From an optimization exercise on the open Yosys and OpenROAD flow, aimed at small area; shortcuts taken in it are not production practice.
The RTL was checked by simulation tests, not by an equivalence proof against the original design.
No driver is modelled on the clock port, so clock power and skew are understated where the tree is cut down; a real chip needs a root buffer or a tree.
Power figures rest on the tool's default switching activity, not on a simulated workload.

Setup of north:
// esaxi
module esaxi ( 
   wr_access, wr_packet, rd_access, rd_packet, rr_wait, s_axi_arready,
   s_axi_awready, s_axi_bid, s_axi_bresp, s_axi_bvalid, s_axi_rid,
   s_axi_rdata, s_axi_rlast, s_axi_rresp, s_axi_rvalid, s_axi_wready,
   wr_wait, rd_wait, rr_access, rr_packet, s_axi_aclk, s_axi_aresetn,
   s_axi_arid, s_axi_araddr, s_axi_arburst, s_axi_arcache,
   s_axi_arlock, s_axi_arlen, s_axi_arprot, s_axi_arqos, s_axi_arsize,
   s_axi_arvalid, s_axi_awid, s_axi_awaddr, s_axi_awburst,
   s_axi_awcache, s_axi_awlock, s_axi_awlen, s_axi_awprot,
   s_axi_awqos, s_axi_awsize, s_axi_awvalid, s_axi_bready,
   s_axi_rready, s_axi_wid, s_axi_wdata, s_axi_wlast, s_axi_wstrb,
   s_axi_wvalid
   );
Settings: LEC_CHECK=0, ABC_AREA=1, CAP_MARGIN=20, CORE_MARGIN=2, CORE_UTILIZATION=55, PLACE_DENSITY=0.7, SLEW_MARGIN=20; clock period 10.0 ns.
standard.sh (not shown) runs the stock make flow with config.mk's settings and CLKGATE_MAP_FILE= SYNTH_SCRIPT=/design/flow/synth_recipe.tcl, a recipe that flattens the netlist after the stock synthesis.
==> flow/flow/run.sh <==
#!/bin/bash
# Standard ORFS layout (bash standard.sh) with these changes to how the layout is made:
#  - synthesis is synth_recipe.tcl unchanged, except that Yosys's abc call maps
#    the logic with flow/area.abc (an area-oriented ABC script);
#  - port buffers use the smallest buffer cell (buf_1);
#  - constant outputs keep the one tie cell per value that synthesis made
#    (no repair_tie_fanout);
#  - the clock tree is built by flow/cts_manual.tcl (a PRE_CTS hook): groups of
#    at most MY_CTS_MAX_SINKS flip-flops, one leaf buffer per group, one root
#    buffer; the rest of the CTS step (legalisation, timing repair) is ORFS's.
set -euo pipefail
here=$(pwd)
export FLOW_SYNTH_TCL="$here/synth_recipe.tcl"
export MY_ABC_SCRIPT="$here/flow/area.abc"
export BUFFER_PORTS_ARGS="-buffer_cell sky130_fd_sc_hd__buf_1"
export SKIP_REPAIR_TIE_FANOUT=1
export PLACE_PINS_ARGS="${MY_PLACE_PINS_ARGS:--min_distance 1 -min_distance_in_tracks}"
export PRE_CTS_TCL="$here/flow/cts_manual.tcl"
export MY_CTS_CLOCK=s_axi_aclk
export MY_CTS_LEAF=sky130_fd_sc_hd__clkbuf_8
export MY_CTS_ROOT=sky130_fd_sc_hd__clkbuf_8
export MY_CTS_MAX_SINKS=${MY_CTS_MAX_SINKS:-18}
export MY_CTS_MAX_HP_UM=${MY_CTS_MAX_HP_UM:-1000}
bash standard.sh SYNTH_SCRIPT="$here/flow/synth_wrap.tcl" finish > standard_flow.log 2>&1
==> flow/flow/cts_manual.tcl <==
# PRE_CTS hook: build a two-level clock tree by hand, then make the
# clock_tree_synthesis call in cts.tcl a no-op. The flip-flops are split into
# compact groups of at most MY_CTS_MAX_SINKS within a bounding box of at most
# MY_CTS_MAX_HP_UM half-perimeter (recursive cuts across the longer
# side at the sink count's proportion); each group gets a leaf buffer at its
# centre, and one root buffer at the centre of the leaves drives all leaves
# from the clock port.
set cts_max_sinks $::env(MY_CTS_MAX_SINKS)
set db [ord::get_db]
set block [ord::get_db_block]
set leaf_master [$db findMaster $::env(MY_CTS_LEAF)]
set root_master [$db findMaster $::env(MY_CTS_ROOT)]
set clk_net [$block findNet $::env(MY_CTS_CLOCK)]

set sinks {}
foreach it [$clk_net getITerms] {
  set bb [[$it getInst] getBBox]
  lappend sinks [list $it [expr {([$bb xMin] + [$bb xMax]) / 2}] [expr {([$bb yMin] + [$bb yMax]) / 2}]]
}

proc cts_split { sinks maxs maxhp } {
  set n [llength $sinks]
  set xs [lmap s $sinks {lindex $s 1}]
  set ys [lmap s $sinks {lindex $s 2}]
  set w [expr {[tcl::mathfunc::max {*}$xs] - [tcl::mathfunc::min {*}$xs]}]
  set h [expr {[tcl::mathfunc::max {*}$ys] - [tcl::mathfunc::min {*}$ys]}]
  if { $n <= $maxs && $w + $h <= $maxhp } { return [list $sinks] }
  set k [expr {max(2, ($n + $maxs - 1) / $maxs)}]
  set k1 [expr {$k / 2}]
  set axis [expr {$w >= $h ? 1 : 2}]
  set sorted [lsort -integer -index $axis $sinks]
  set n1 [expr {int(round(double($n) * $k1 / $k))}]
  return [concat [cts_split [lrange $sorted 0 [expr {$n1 - 1}]] $maxs $maxhp] \
                 [cts_split [lrange $sorted $n1 end] $maxs $maxhp]]
}

proc cts_place { inst cx cy } {
  set m [$inst getMaster]
  $inst setLocation [expr {$cx - [$m getWidth] / 2}] [expr {$cy - [$m getHeight] / 2}]
  $inst setPlacementStatus PLACED
}

set cts_max_hp [expr {int($::env(MY_CTS_MAX_HP_UM) * [$block getDbUnitsPerMicron])}]
set groups [cts_split $sinks $cts_max_sinks $cts_max_hp]
set root_net [odb::dbNet_create $block "clknet_root"]
$root_net setSigType CLOCK
set i 0
set lx 0
set ly 0
foreach g $groups {
  set cx 0
  set cy 0
  foreach s $g {
    set cx [expr {$cx + [lindex $s 1]}]
    set cy [expr {$cy + [lindex $s 2]}]
  }
  set cx [expr {$cx / [llength $g]}]
  set cy [expr {$cy / [llength $g]}]
  set lx [expr {$lx + $cx}]
  set ly [expr {$ly + $cy}]
  set leaf [odb::dbInst_create $block $leaf_master "clkbuf_leaf_$i"]
  cts_place $leaf $cx $cy
  set net [odb::dbNet_create $block "clknet_leaf_$i"]
  $net setSigType CLOCK
  foreach s $g {
    set it [lindex $s 0]
    $it disconnect
    $it connect $net
  }
  [$leaf findITerm X] connect $net
  [$leaf findITerm A] connect $root_net
  set gx [lmap s $g {lindex $s 1}]
  set gy [lmap s $g {lindex $s 2}]
  set hp [expr {([tcl::mathfunc::max {*}$gx] - [tcl::mathfunc::min {*}$gx] + [tcl::mathfunc::max {*}$gy] - [tcl::mathfunc::min {*}$gy]) / 1000.0}]
  puts "manual CTS: leaf $i with [llength $g] sinks at ($cx, $cy), half-perimeter $hp um"
  incr i
}
set root [odb::dbInst_create $block $root_master "clkbuf_root"]
cts_place $root [expr {$lx / $i}] [expr {$ly / $i}]
[$root findITerm X] connect $root_net
[$root findITerm A] connect $clk_net
$clk_net setSigType CLOCK
puts "manual CTS: $i leaves, root at ([expr {$lx / $i}], [expr {$ly / $i}])"

global_connect
set_propagated_clock [all_clocks]

proc clock_tree_synthesis { args } {
  puts "clock_tree_synthesis skipped: the clock tree was built by cts_manual.tcl"
}
Other scripts of this flow, unchanged in this note and not shown: flow/flow/area.abc, flow/flow/synth_wrap.tcl
What south does differently from north at the input level:
Settings: PLACE_DENSITY changed from 0.7 to 0.85.
-- flow/flow/run.sh --
<<< north, line 20
export MY_CTS_LEAF=sky130_fd_sc_hd__clkbuf_8
export MY_CTS_ROOT=sky130_fd_sc_hd__clkbuf_8
export MY_CTS_MAX_SINKS=${MY_CTS_MAX_SINKS:-18}
export MY_CTS_MAX_HP_UM=${MY_CTS_MAX_HP_UM:-1000}
bash standard.sh SYNTH_SCRIPT="$here/flow/synth_wrap.tcl" finish > standard_flow.log 2>&1
>>> south, line 20
export MY_CTS_LEAF=sky130_fd_sc_hd__clkbuf_8
export MY_CTS_ROOT=sky130_fd_sc_hd__clkbuf_8
export MY_CTS_MAX_SINKS=${MY_CTS_MAX_SINKS:-20}
export MY_CTS_MAX_HP_UM=${MY_CTS_MAX_HP_UM:-1000}
bash standard.sh SYNTH_SCRIPT="$here/flow/synth_wrap.tcl" finish > standard_flow.log 2>&1
Findings:
In the reports for north and south, the smaller number of vias per cell belongs to north.
Cmp north and south / area growth from synthesis to layout / lower: south
Part of the total power dissipated in sequential elements was lower in north than in south.
south leaves less setup margin than north.
What east does differently from south at the input level:
-- flow/flow/run.sh --
<<< south, line 20
export MY_CTS_LEAF=sky130_fd_sc_hd__clkbuf_8
export MY_CTS_ROOT=sky130_fd_sc_hd__clkbuf_8
export MY_CTS_MAX_SINKS=${MY_CTS_MAX_SINKS:-20}
export MY_CTS_MAX_HP_UM=${MY_CTS_MAX_HP_UM:-1000}
bash standard.sh SYNTH_SCRIPT="$here/flow/synth_wrap.tcl" finish > standard_flow.log 2>&1
>>> east, line 20
export MY_CTS_LEAF=sky130_fd_sc_hd__clkbuf_8
export MY_CTS_ROOT=sky130_fd_sc_hd__clkbuf_8
export MY_CTS_MAX_SINKS=${MY_CTS_MAX_SINKS:-18}
export MY_CTS_MAX_HP_UM=${MY_CTS_MAX_HP_UM:-1000}
bash standard.sh SYNTH_SCRIPT="$here/flow/synth_wrap.tcl" finish > standard_flow.log 2>&1
--- outcome ---
Clock share of power in east vs south: up 0.6 points
Wire length delta (east -> south): insignificant
Diff south -> east: number of fill cells has decreased; final-stage net count ~0 delta; static leakage power has remained practically unchanged; measured slew at the worst slew-check pin saw an increase; global-route usage closely matched the old numbers.
On final critical-path required period, south loses to east.
Summary — total power, east relative to south: higher, by 0.73%.
#### Input delta (west over east)
Settings: CORE_UTILIZATION changed from 55 to 65.
Compared with east, in west worst setup slack grew by 0.20 ns, cell area after layout flat. Worst hold slack ended up 0.0044 ns higher on west than on east. Going from east to west, share of cell area taken by flip-flops and latches roughly the same, total count of max-transition violations in the final report closely matched the old numbers. east → west: wire length of the first global-routing pass rose 5.9%; flop-to-flop setup slack grew by 0.20 ns; met3 usage climbed 1.7 points.
Changes in middle relative to west:
Settings: changing CORE_UTILIZATION from 65 to 55; changing PLACE_DENSITY from 0.85 to 0.95.
==> results.txt <==
[middle vs west] count of filler cells inserted in the layout: higher in middle
middle vs. west: area of placed instances higher; final critical-path required period higher.
Clock group share of total power in middle is 0.4 points higher than in west
Compared with west, middle shows via count that has gone up by a few percent.
No run of this note takes its clock network from TritonCTS; it comes from the design's own scripts or RTL.

static timing again, ports no longer ideal:
Ports are ideal in the flow. The routed layouts listed here were re-timed in OpenROAD.
Step 1, drivers: a clkbuf_16 drives s_axi_aclk and a buf_2 each remaining input, both assumed.
Step 2 moves the port delays by t, midway between the first and last clock arrival at a register: inputs arrive t later, outputs are due t later. That takes back most of the time a late clock gives input paths.
a / b / c = ideal / step 1 / step 2; a / b = the first two.
run | shift t [ns] | slack for setup (ns) | worst hold slack (ns) | slew at the worst register clock pin (ns) | worst data-port slew with drivers (ns)
north | 0.481 | 2.208 / 2.193 / 1.712 | 0.323 / 0.323 / 0.323 | 0.11 / 0.11 | 0.08
south | 0.492 | 2.061 / 2.052 / 1.560 | 0.330 / 0.330 / 0.330 | 0.12 / 0.12 | 0.07
east | 0.494 | 2.065 / 2.059 / 1.565 | 0.328 / 0.328 / 0.328 | 0.11 / 0.11 | 0.07
west | 0.474 | 2.264 / 2.240 / 1.766 | 0.333 / 0.333 / 0.333 | 0.11 / 0.11 | 0.08
middle | 0.496 | 2.007 / 2.001 / 1.505 | 0.335 / 0.335 / 0.335 | 0.11 / 0.11 | 0.09
After both steps setup and hold are still met in every run listed. The setup slack of middle, which loses most, moves by -0.006 ns with the drivers and by -0.502 ns with both steps.
